This is an optimization exercise on Yosys and OpenROAD, whose aim is small area, a short achievable clock period and few clock cycles, not a production implementation.
RTL that was checked went through simulation tests only; none was proved equivalent to the original.
Power figures rest on the tool's default switching activity, not on a simulated workload.

zinc:
Design ariscv, start of the top module:
module ariscv #(
   parameter NBW_ACLK      = 6,
   parameter NBW_INST      = 32,
   parameter NBW_REGISTER  = 32,
   parameter NBW_ADDR      = 5,
   parameter NBW_PC        = 32
)(
   input  logic                        clk,
   input  logic                        rst_async_n,
   input  logic [NBW_INST-1:0]         i_inst,
   output logic [NBW_PC-1:0]           o_pc,
   output logic [NBW_REGISTER-1:0]     o_writeData,
   output logic [NBW_REGISTER-1:0]     o_writeAddr,
   output logic                        o_memWrite,
   output logic [2:0]                  o_writeWidth,
   input  logic [NBW_REGISTER-1:0]     i_readData
);
Size: about 4,200 cells after synthesis, roughly 170 I/O pins.
Settings: LEC_CHECK=0, CAP_MARGIN=35, CORE_MARGIN=2, CORE_UTILIZATION=40, SLEW_MARGIN=35, SYNTH_HIERARCHICAL=1, SYNTH_MINIMUM_KEEP_SIZE=0; clock period 11.0 ns.
standard.sh (not shown) runs the stock make flow with config.mk's settings and CLKGATE_MAP_FILE= SYNTH_SCRIPT=/design/flow/synth_recipe.tcl, a recipe that flattens the netlist after the stock synthesis.
==> flow/flow/run.sh <==
#!/bin/bash
# The standard layout (standard.sh: its synthesis and ORFS steps, its SDC),
# with these changes to how the layout is made:
#  - the resizer is asked for more setup slack than the 11 ns clock needs;
#  - no gate cloning in timing repair (clones added after the last design
#    repair could leave slew violations);
#  - CTS without dummy loads, with larger sink clusters;
#  - ports buffered with buf_2 instead of the default delay buffer.
# ORFS writes each step's log under orfs/logs/; make's output goes to flow.log.
set -o pipefail
bash standard.sh SETUP_SLACK_MARGIN=7.2 SKIP_GATE_CLONING=1 \
  "CTS_ARGS=-sink_clustering_enable -repair_clock_nets -dont_use_dummy_load -sink_clustering_size 25 -sink_clustering_max_diameter 100 -buf_list {sky130_fd_sc_hd__clkbuf_8 sky130_fd_sc_hd__clkbuf_16}" \
  "BUFFER_PORTS_ARGS=-buffer_cell sky130_fd_sc_hd__buf_2" \
  finish > flow.log 2>&1
Testbench counts of zinc, summed over its fixed seeds: cycles 365,440.
#### Input delta (quartz over zinc)
-- flow/flow/run.sh --
<<< zinc, line 11
bash standard.sh SETUP_SLACK_MARGIN=7.2 SKIP_GATE_CLONING=1 \
>>> quartz, line 11
bash standard.sh SETUP_SLACK_MARGIN=7.8 SKIP_GATE_CLONING=1 \
Results
- quartz: done, clean on timing, DRC and antenna
- zinc did not stop at any stage, and its layout met the timing, DRC and antenna checks.
- When quartz is measured against zinc, its number of CTS-inserted buffers turns out 1.8% higher.
- Clock skew down 0.020 ns in quartz wrt zinc
- quartz vs. zinc: actual slew at the worst max-slew pin went up by 0.18 ns, setup fix buffers added after clock tree synthesis increased by 400% relative to the old numbers, longest individual stage delay on the worst path now sits at about the same level, clock latency on the worst-skew pair went up by 0.02 ns.
- Reported for quartz and zinc, synthesized cell count turned out identical to the last digit.
Setup changes, quartz to fjord
-- flow/flow/run.sh --
<<< quartz, line 11
bash standard.sh SETUP_SLACK_MARGIN=7.8 SKIP_GATE_CLONING=1 \
>>> fjord, line 11
bash standard.sh SETUP_SLACK_MARGIN=7.3 SKIP_GATE_CLONING=1 \
--- outcome ---
quartz vs fjord, first element of the critical path: x_b[0] vs x_a[31]
Summary of the comparison: first-pass GRT wire length is lower in fjord, relative to quartz.
On HPWL after detailed placement, quartz and fjord are neck and neck.
fjord vs quartz, via count went down by 1,243.
#### Input delta (willow over fjord)
-- flow/flow/run.sh --
<<< fjord, line 11
bash standard.sh SETUP_SLACK_MARGIN=7.3 SKIP_GATE_CLONING=1 \
>>> willow, line 11
bash standard.sh SETUP_SLACK_MARGIN=7 SKIP_GATE_CLONING=1 \
[summary]
willow does worse than fjord on setup slack after placement. Cmp willow and fjord / data arrival time of the critical path / higher: willow. Of willow and fjord, willow shows the higher share of cell area taken by flip-flops and latches, with fjord below it. Final cell count in willow is about 1.3% below fjord. willow leaves less setup margin than fjord. In willow, count of clock-buffer cells in the layout is lower than in fjord. Number of iterations in the first detailed-routing pass delta for willow relative to fjord: 1 higher.
Modified inputs, garnet compared to willow
-- flow/flow/run.sh --
<<< willow, line 11
bash standard.sh SETUP_SLACK_MARGIN=7 SKIP_GATE_CLONING=1 \
>>> garnet, line 11
bash standard.sh SETUP_SLACK_MARGIN=6.7 SKIP_GATE_CLONING=1 \
--- outcome ---
Relative to willow, the total power measured on garnet has decreased slightly.
willow vs garnet, endpoint of the worst setup timing path: uu_rf.regs[11][5] vs x_addr[11]
For the internal reg-to-reg setup slack, garnet came in 0.25 ns lower than willow did.
The higher total inserted antenna cells of garnet and willow is in garnet.
Delta(switching power share of the total, garnet - willow) < 0
Between garnet and willow, the non-clock buffer count is higher for willow.
The faster design of the two is willow; garnet tops out lower.
The core of garnet is less densely filled than that of willow.
Proportion of cell area occupied by registers is lower on willow
Re number of inverters outside the clock class in the layout: no difference whatsoever between garnet and willow.
Re proportion of power drawn by combinational gates: garnet and willow aren't equal, and the higher value belongs to willow.
met2 wire length grows slightly when moving from willow to garnet.

* * *

== job 4012 ==
ariscv, a different RTL version from the one above (not shown whole).
For scale: about 4400 cells after synthesis, ~58000 um^2 of cells after synthesis.
export LEC_CHECK = 0
export CAP_MARGIN = 35
export CORE_MARGIN = 2
export CORE_UTILIZATION = 40
export SLEW_MARGIN = 35
export SYNTH_HIERARCHICAL = 1
export SYNTH_MINIMUM_KEEP_SIZE = 0
create_clock -name core_clock -period 11.0 [get_ports {clk}]
==> flow/flow/run.sh <==
#!/bin/bash
# The standard layout (standard.sh: its synthesis and ORFS steps, its SDC),
# with these changes to how the layout is made:
#  - the resizer is asked for more setup slack than the 11 ns clock needs;
#  - no gate cloning in timing repair (clones added after the last design
#    repair could leave slew violations);
#  - CTS without dummy loads, with larger sink clusters;
#  - ports buffered with buf_2 instead of the default delay buffer.
# ORFS writes each step's log under orfs/logs/; make's output goes to flow.log.
set -o pipefail
bash standard.sh SETUP_SLACK_MARGIN=7.2 SKIP_GATE_CLONING=1 \
  "CTS_ARGS=-sink_clustering_enable -repair_clock_nets -dont_use_dummy_load -sink_clustering_size 25 -sink_clustering_max_diameter 100 -buf_list {sky130_fd_sc_hd__clkbuf_8 sky130_fd_sc_hd__clkbuf_16}" \
  "BUFFER_PORTS_ARGS=-buffer_cell sky130_fd_sc_hd__buf_2" \
  finish > flow.log 2>&1
Job 4012: PASS, flow complete, no timing, DRC or antenna violations
For job 6445, these inputs were changed with respect to job 4012:
-- flow/flow/run.sh --
<<< job 4012, line 11
bash standard.sh SETUP_SLACK_MARGIN=7.2 SKIP_GATE_CLONING=1 \
>>> job 6445, line 11
bash standard.sh SETUP_SLACK_MARGIN=7 SKIP_GATE_CLONING=1 \
Findings:
Summary of the comparison: number of clock buffer instances in the layout is lower in job 6445, relative to job 4012.
Between job 6445 and job 4012, it is job 6445 whose power of the combinational group is lower, by 9.3%.
Sum of met3 wire segment lengths after detailed routing (job 6445 / job 4012): 0.934
Of job 6445 and job 4012, job 4012 shows the higher global-route track usage on met1, with job 6445 below it.
Higher critical path depth was reported by job 4012, not job 6445.
Job 6445 — final worst-path setup slack 0.16 ns lower, job 4012 as reference
No run of this note included a check of the RTL's function; only the layout flow was run.

* * *

ariscv, a different RTL version from the one above (not shown whole).
Size: about 4400 cells after synthesis, about 1200 flip-flops, ~170 I/O pins, roughly 57000 sq um of cells after synthesis.
// ariscv
module ariscv #(
   parameter NBW_ACLK      = 6,
   parameter NBW_INST      = 32,
   parameter NBW_REGISTER  = 32,
   parameter NBW_ADDR      = 5,
   parameter NBW_PC        = 32
)(
   input  logic                        clk,
   input  logic                        rst_async_n,
   input  logic [NBW_INST-1:0]         i_inst,
   output logic [NBW_PC-1:0]           o_pc,
   output logic [NBW_REGISTER-1:0]     o_writeData,
   output logic [NBW_REGISTER-1:0]     o_writeAddr,
   output logic                        o_memWrite,
   output logic [2:0]                  o_writeWidth,
   input  logic [NBW_REGISTER-1:0]     i_readData
);
clock: 11.0 ns
lec_check: 0
cap_margin: 20
core_margin: 2
core_utilization: 55
place_density: 0.7
slew_margin: 20
==> flow/flow/run.sh <==
#!/bin/bash
# The standard layout (standard.sh: its synthesis and ORFS steps, its SDC),
# with these changes to how the layout is made:
#  - the resizer is asked for more setup slack than the 11 ns clock needs;
#  - no gate cloning in timing repair (clones added after the last design
#    repair could leave slew violations);
#  - CTS without dummy loads;
#  - ports buffered with buf_2 instead of the default delay buffer.
# ORFS writes each step's log under orfs/logs/; make's output goes to flow.log.
set -o pipefail
bash standard.sh SETUP_SLACK_MARGIN=7 SKIP_GATE_CLONING=1 \
  "CTS_ARGS=-sink_clustering_enable -repair_clock_nets -dont_use_dummy_load" \
  "BUFFER_PORTS_ARGS=-buffer_cell sky130_fd_sc_hd__buf_2" \
  finish > flow.log 2>&1
The baseline completed without violations.
Next try:
--- a/flow/flow/run.sh
+++ b/flow/flow/run.sh
@@ -5,10 +5,10 @@
 #  - no gate cloning in timing repair (clones added after the last design
 #    repair could leave slew violations);
-#  - CTS without dummy loads;
+#  - CTS without dummy loads, and with smaller clock buffers;
 #  - ports buffered with buf_2 instead of the default delay buffer.
 # ORFS writes each step's log under orfs/logs/; make's output goes to flow.log.
 set -o pipefail
 bash standard.sh SETUP_SLACK_MARGIN=7 SKIP_GATE_CLONING=1 \
-  "CTS_ARGS=-sink_clustering_enable -repair_clock_nets -dont_use_dummy_load" \
+  "CTS_ARGS=-sink_clustering_enable -repair_clock_nets -dont_use_dummy_load -buf_list {sky130_fd_sc_hd__clkbuf_4 sky130_fd_sc_hd__clkbuf_8}" \
   "BUFFER_PORTS_ARGS=-buffer_cell sky130_fd_sc_hd__buf_2" \
   finish > flow.log 2>&1
- CORE_UTILIZATION: 55 -> 40
- PLACE_DENSITY: 0.7 -> not set
Result:
- design area shrinks by 0.82%
- cell count grows by 8.8%
- clock skew grows by 0.054 ns
- die area grows by 37%
No functional check of the RTL was part of any run of this note.

* * *

## job 4596
ariscv, a different RTL version from the one above (not shown whole).
Size in the first run: about 4,400 cells after synthesis, ~1,200 flip-flops, about 170 I/O pins.
export LEC_CHECK = 0
export CAP_MARGIN = 35
export CORE_MARGIN = 2
export CORE_UTILIZATION = 40
export SLEW_MARGIN = 35
create_clock -name core_clock -period 11.0 [get_ports {clk}]
==> flow/flow/run.sh <==
#!/bin/bash
# The standard layout (standard.sh: its synthesis and ORFS steps, its SDC),
# with these changes to how the layout is made:
#  - the resizer is asked for more setup slack than the 11 ns clock needs;
#  - no gate cloning in timing repair (clones added after the last design
#    repair could leave slew violations);
#  - CTS without dummy loads, with larger sink clusters;
#  - ports buffered with buf_2 instead of the default delay buffer.
# ORFS writes each step's log under orfs/logs/; make's output goes to flow.log.
set -o pipefail
bash standard.sh SETUP_SLACK_MARGIN=7 SKIP_GATE_CLONING=1 \
  "CTS_ARGS=-sink_clustering_enable -repair_clock_nets -dont_use_dummy_load -sink_clustering_size 16 -sink_clustering_max_diameter 80 -buf_list {sky130_fd_sc_hd__clkbuf_8 sky130_fd_sc_hd__clkbuf_16}" \
  "BUFFER_PORTS_ARGS=-buffer_cell sky130_fd_sc_hd__buf_2" \
  finish > flow.log 2>&1
Job 4596 did not stop at any stage, and its layout met the timing, DRC and antenna checks.
For job 1526, these inputs were changed with respect to job 4596:
==> flow/flow/run.sh <==
#!/bin/bash
# The standard layout (standard.sh: its synthesis and ORFS steps, its SDC),
# with these changes to how the layout is made:
#  - the resizer is asked for more setup slack than the 11 ns clock needs;
#  - no gate cloning in timing repair (clones added after the last design
#    repair could leave slew violations);
#  - CTS without dummy loads, and with smaller clock buffers;
#  - ports buffered with buf_2 instead of the default delay buffer.
# ORFS writes each step's log under orfs/logs/; make's output goes to flow.log.
set -o pipefail
bash standard.sh SETUP_SLACK_MARGIN=7 SKIP_GATE_CLONING=1 \
  "CTS_ARGS=-sink_clustering_enable -repair_clock_nets -dont_use_dummy_load -buf_list {sky130_fd_sc_hd__clkbuf_4 sky130_fd_sc_hd__clkbuf_8}" \
  "BUFFER_PORTS_ARGS=-buffer_cell sky130_fd_sc_hd__buf_2" \
  finish > flow.log 2>&1
==> comparison <==
Total power: job 1526 worse than job 4596. Sort job 4596 and job 1526 by count of clock buffers in the final design, ascending, and job 4596 comes first. The worst slew slack as a fraction of its limit number comes out higher for job 1526 vs job 4596. Higher clock skew goes to job 1526 over job 4596. Delta (job 1526 minus job 4596): via count has increased, global-route usage has increased. Against job 4596, met1 wire length in job 1526 rose slightly. Of the two candidates, job 4596 has the better total net switching power and job 1526 the worse one. Comparing job 4596 and job 1526, the higher share of power burned in combinational logic was measured on job 4596.
No run of this note included a check of the RTL's function; only the layout flow was run.

* * *

Setup of v37:
Another version of the RTL of ariscv (not shown whole).
Size in the first run: roughly 4,500 cells after synthesis, roughly 1,200 flip-flops, ~170 I/O pins, about 58,000 sq um of cells after synthesis.
clock: 11.0 ns
lec_check: 0
cap_margin: 20
core_margin: 2
core_utilization: 40
slew_margin: 20
==> flow/flow/run.sh <==
#!/bin/bash
# The standard layout, with the resizer asked for more setup slack than
# the 11 ns clock needs. The SDC and every other setting are the standard flow's own.
# ORFS writes each step's log under orfs/logs/; the make output goes to flow.log.
set -o pipefail
bash standard.sh SETUP_SLACK_MARGIN=7 finish > flow.log 2>&1
In v37 the implementation ran to completion but is not tape-out ready, as the final checks report max-capacitance violations, max-slew violations.
Testbench counts of v37, summed over its fixed seeds: cycles 367,173.
--- input diff v37..v17 ---
==> flow/flow/run.sh <==
#!/bin/bash
# The standard layout (standard.sh: its synthesis and ORFS steps, its SDC),
# with these changes to how the layout is made:
#  - the resizer is asked for more setup slack than the 11 ns clock needs;
#  - no gate cloning in timing repair (clones added after the last design
#    repair could leave slew violations);
#  - CTS without dummy loads;
#  - ports buffered with buf_2 instead of the default delay buffer.
# ORFS writes each step's log under orfs/logs/; make's output goes to flow.log.
set -o pipefail
bash standard.sh SETUP_SLACK_MARGIN=7 SKIP_GATE_CLONING=1 \
  "CTS_ARGS=-sink_clustering_enable -repair_clock_nets -dont_use_dummy_load" \
  "BUFFER_PORTS_ARGS=-buffer_cell sky130_fd_sc_hd__buf_2" \
  finish > flow.log 2>&1
[summary]
Of the two values seen for startpoint of the most critical setup path, d_rs1_hi[2] was produced by v17 and x_sub by v37.
The final layout from v17, which completed every stage, passed the timing, DRC and antenna checks at the end of the flow.
Summary: worst setup slack after layout, v17 better than v37
Going from v37 to v17, number of cells on the critical path down 6, clock transition at the registers of the reported paths essentially unchanged, sequential logic power flat, power density of the placed cells moved down, routed length on met2 shrank by 1.0%.

* * *

Another version of the RTL of ariscv (not shown whole).
Size: roughly 4,500 cells after synthesis, ~170 I/O pins.
Settings: LEC_CHECK=0, CAP_MARGIN=35, CORE_MARGIN=2, CORE_UTILIZATION=40, SLEW_MARGIN=35; clock period 11.0 ns.
==> flow/flow/run.sh <==
#!/bin/bash
# The standard layout (standard.sh: its synthesis and ORFS steps, its SDC),
# with these changes to how the layout is made:
#  - the resizer is asked for more setup slack than the 11 ns clock needs,
#    working on the worst fifth of the endpoints;
#  - no gate cloning in timing repair (clones added after the last design
#    repair could leave slew violations);
#  - CTS without dummy loads, and with smaller clock buffers;
#  - ports buffered with buf_2 instead of the default delay buffer.
# ORFS writes each step's log under orfs/logs/; make's output goes to flow.log.
set -o pipefail
bash standard.sh SETUP_SLACK_MARGIN=7 SKIP_GATE_CLONING=1 TNS_END_PERCENT=20 \
  "CTS_ARGS=-sink_clustering_enable -repair_clock_nets -dont_use_dummy_load -buf_list {sky130_fd_sc_hd__clkbuf_4 sky130_fd_sc_hd__clkbuf_8}" \
  "BUFFER_PORTS_ARGS=-buffer_cell sky130_fd_sc_hd__buf_2" \
  finish > flow.log 2>&1
==> next run, changes <==
--- a/flow/flow/run.sh
+++ b/flow/flow/run.sh
@@ -4,2 +4 @@
-#  - the resizer is asked for more setup slack than the 11 ns clock needs,
-#    working on the worst fifth of the endpoints;
+#  - the resizer is asked for more setup slack than the 11 ns clock needs;
@@ -12 +11 @@
-bash standard.sh SETUP_SLACK_MARGIN=7 SKIP_GATE_CLONING=1 TNS_END_PERCENT=20 \
+bash standard.sh SETUP_SLACK_MARGIN=7 SKIP_GATE_CLONING=1 \
CAP_MARGIN = 20   (was 35)
SLEW_MARGIN = 20   (was 35)
Outcome:
- The changed run finished but fails on capacitance limit, slew limit
- maximum frequency went up by 6.2%
- utilization grows by 0.18 points
- setup slack is better by 0.25 ns
- area after synthesis does not change
- die area stays the same
==> next run, changes <==
--- a/flow/flow/run.sh
+++ b/flow/flow/run.sh
@@ -7 +7 @@
-#  - CTS without dummy loads, and with smaller clock buffers;
+#  - CTS without dummy loads, with larger sink clusters;
@@ -12 +12 @@
-  "CTS_ARGS=-sink_clustering_enable -repair_clock_nets -dont_use_dummy_load -buf_list {sky130_fd_sc_hd__clkbuf_4 sky130_fd_sc_hd__clkbuf_8}" \
+  "CTS_ARGS=-sink_clustering_enable -repair_clock_nets -dont_use_dummy_load -sink_clustering_size 25 -sink_clustering_max_diameter 100 -buf_list {sky130_fd_sc_hd__clkbuf_8 sky130_fd_sc_hd__clkbuf_16}" \
CAP_MARGIN = 35   (was 20)
SLEW_MARGIN = 35   (was 20)
Now the flow produced a clean layout; die area stays the same; combinational power hardly moves; worst hold slack got worse by 0.0032 ns.
==> next run, changes <==
--- a/flow/flow/run.sh
+++ b/flow/flow/run.sh
@@ -7 +7 @@
-#  - CTS without dummy loads, with larger sink clusters;
+#  - CTS without dummy loads, and with smaller clock buffers;
@@ -12 +12 @@
-  "CTS_ARGS=-sink_clustering_enable -repair_clock_nets -dont_use_dummy_load -sink_clustering_size 25 -sink_clustering_max_diameter 100 -buf_list {sky130_fd_sc_hd__clkbuf_8 sky130_fd_sc_hd__clkbuf_16}" \
+  "CTS_ARGS=-sink_clustering_enable -repair_clock_nets -dont_use_dummy_load -buf_list {sky130_fd_sc_hd__clkbuf_4 sky130_fd_sc_hd__clkbuf_8}" \
Result: The new run ran to the end with no violations; non-clock buffer count rises by 1; power rises by 9.0%; via count rises by 1.4%; die area stays the same; cell count rises by 2.3%; area after synthesis is unchanged; worst setup slack is worse by 0.095 ns; clock skew falls by 0.018 ns.
Function was not checked in any run of this note: the RTL went through the layout flow alone.

==> static timing again, ports no longer ideal <==
Ports are ideal in the flow. The routed layouts listed here were re-timed in OpenROAD. Step 1, drivers: a clkbuf_16 drives clk and a buf_2 each remaining input, both assumed. Step 2 adds t to the input delays and takes it off the output delays; t is the mean of the earliest and latest rising clock arrival at the registers after step 1. Input paths then give back, and output paths get back, about the clock's delay inside the block. Three values: ideal ports, drivers, drivers and shift; two values: the first two.
run	t (ns)	setup slack, ns	hold slack, ns	worst setup path at the end	latest minus earliest clock arrival (ns)
zinc	0.736	7.178 / 7.161 / 6.634	0.334 / 0.334 / 0.334	input to register	0.145 / 0.144
quartz	0.771	7.065 / 7.021 / 6.618	0.334 / 0.334 / 0.334	input to register	0.123 / 0.123
fjord	0.774	7.189 / 7.189 / 6.616	0.334 / 0.334 / 0.334	input to register	0.113 / 0.113
willow	0.770	7.012 / 7.012 / 6.355	0.336 / 0.336 / 0.336	input to register	0.120 / 0.120
garnet	0.761	6.758 / 6.758 / 6.396	0.336 / 0.336 / 0.336	input to register	0.103 / 0.104
job 4012	0.763	7.176 / 7.119 / 6.607	0.336 / 0.336 / 0.336	input to register	0.106 / 0.105
job 6445	0.752	7.017 / 7.017 / 6.458	0.336 / 0.336 / 0.336	input to register	0.085 / 0.084
the first run of note 3	0.816	6.815 / 6.815 / 6.187	0.340 / 0.340 / 0.340	input to register	0.102 / 0.102
the second run of note 3	0.992	6.849 / 6.849 / 6.119	0.338 / 0.338 / 0.338	input to register	0.159 / 0.159
job 4596	0.775	6.951 / 6.951 / 6.347	0.329 / 0.329 / 0.329	input to register	0.109 / 0.109
job 1526	0.974	6.944 / 6.944 / 6.323	0.325 / 0.325 / 0.325	input to register	0.163 / 0.164
v37	0.818	6.892 / 6.892 / 6.289	0.343 / 0.343 / 0.343	input to register	0.108 / 0.107
v17	0.805	6.979 / 6.979 / 6.316	0.342 / 0.342 / 0.342	input to register	0.103 / 0.102
the first run of note 6	0.974	6.690 / 6.690 / 6.228	0.313 / 0.313 / 0.313	input to register	0.137 / 0.137
the second run of note 6	0.988	6.943 / 6.943 / 6.251	0.325 / 0.325 / 0.325	input to register	0.165 / 0.165
the third run of note 6	0.771	7.023 / 7.023 / 6.262	0.322 / 0.322 / 0.322	input to register	0.132 / 0.132
the fourth run of note 6	0.960	6.928 / 6.928 / 6.250	0.325 / 0.325 / 0.325	input to register	0.141 / 0.141
For the third run of note 6, which loses most, drivers alone change the setup slack by 0.000 ns; drivers and shift together by -0.761 ns.
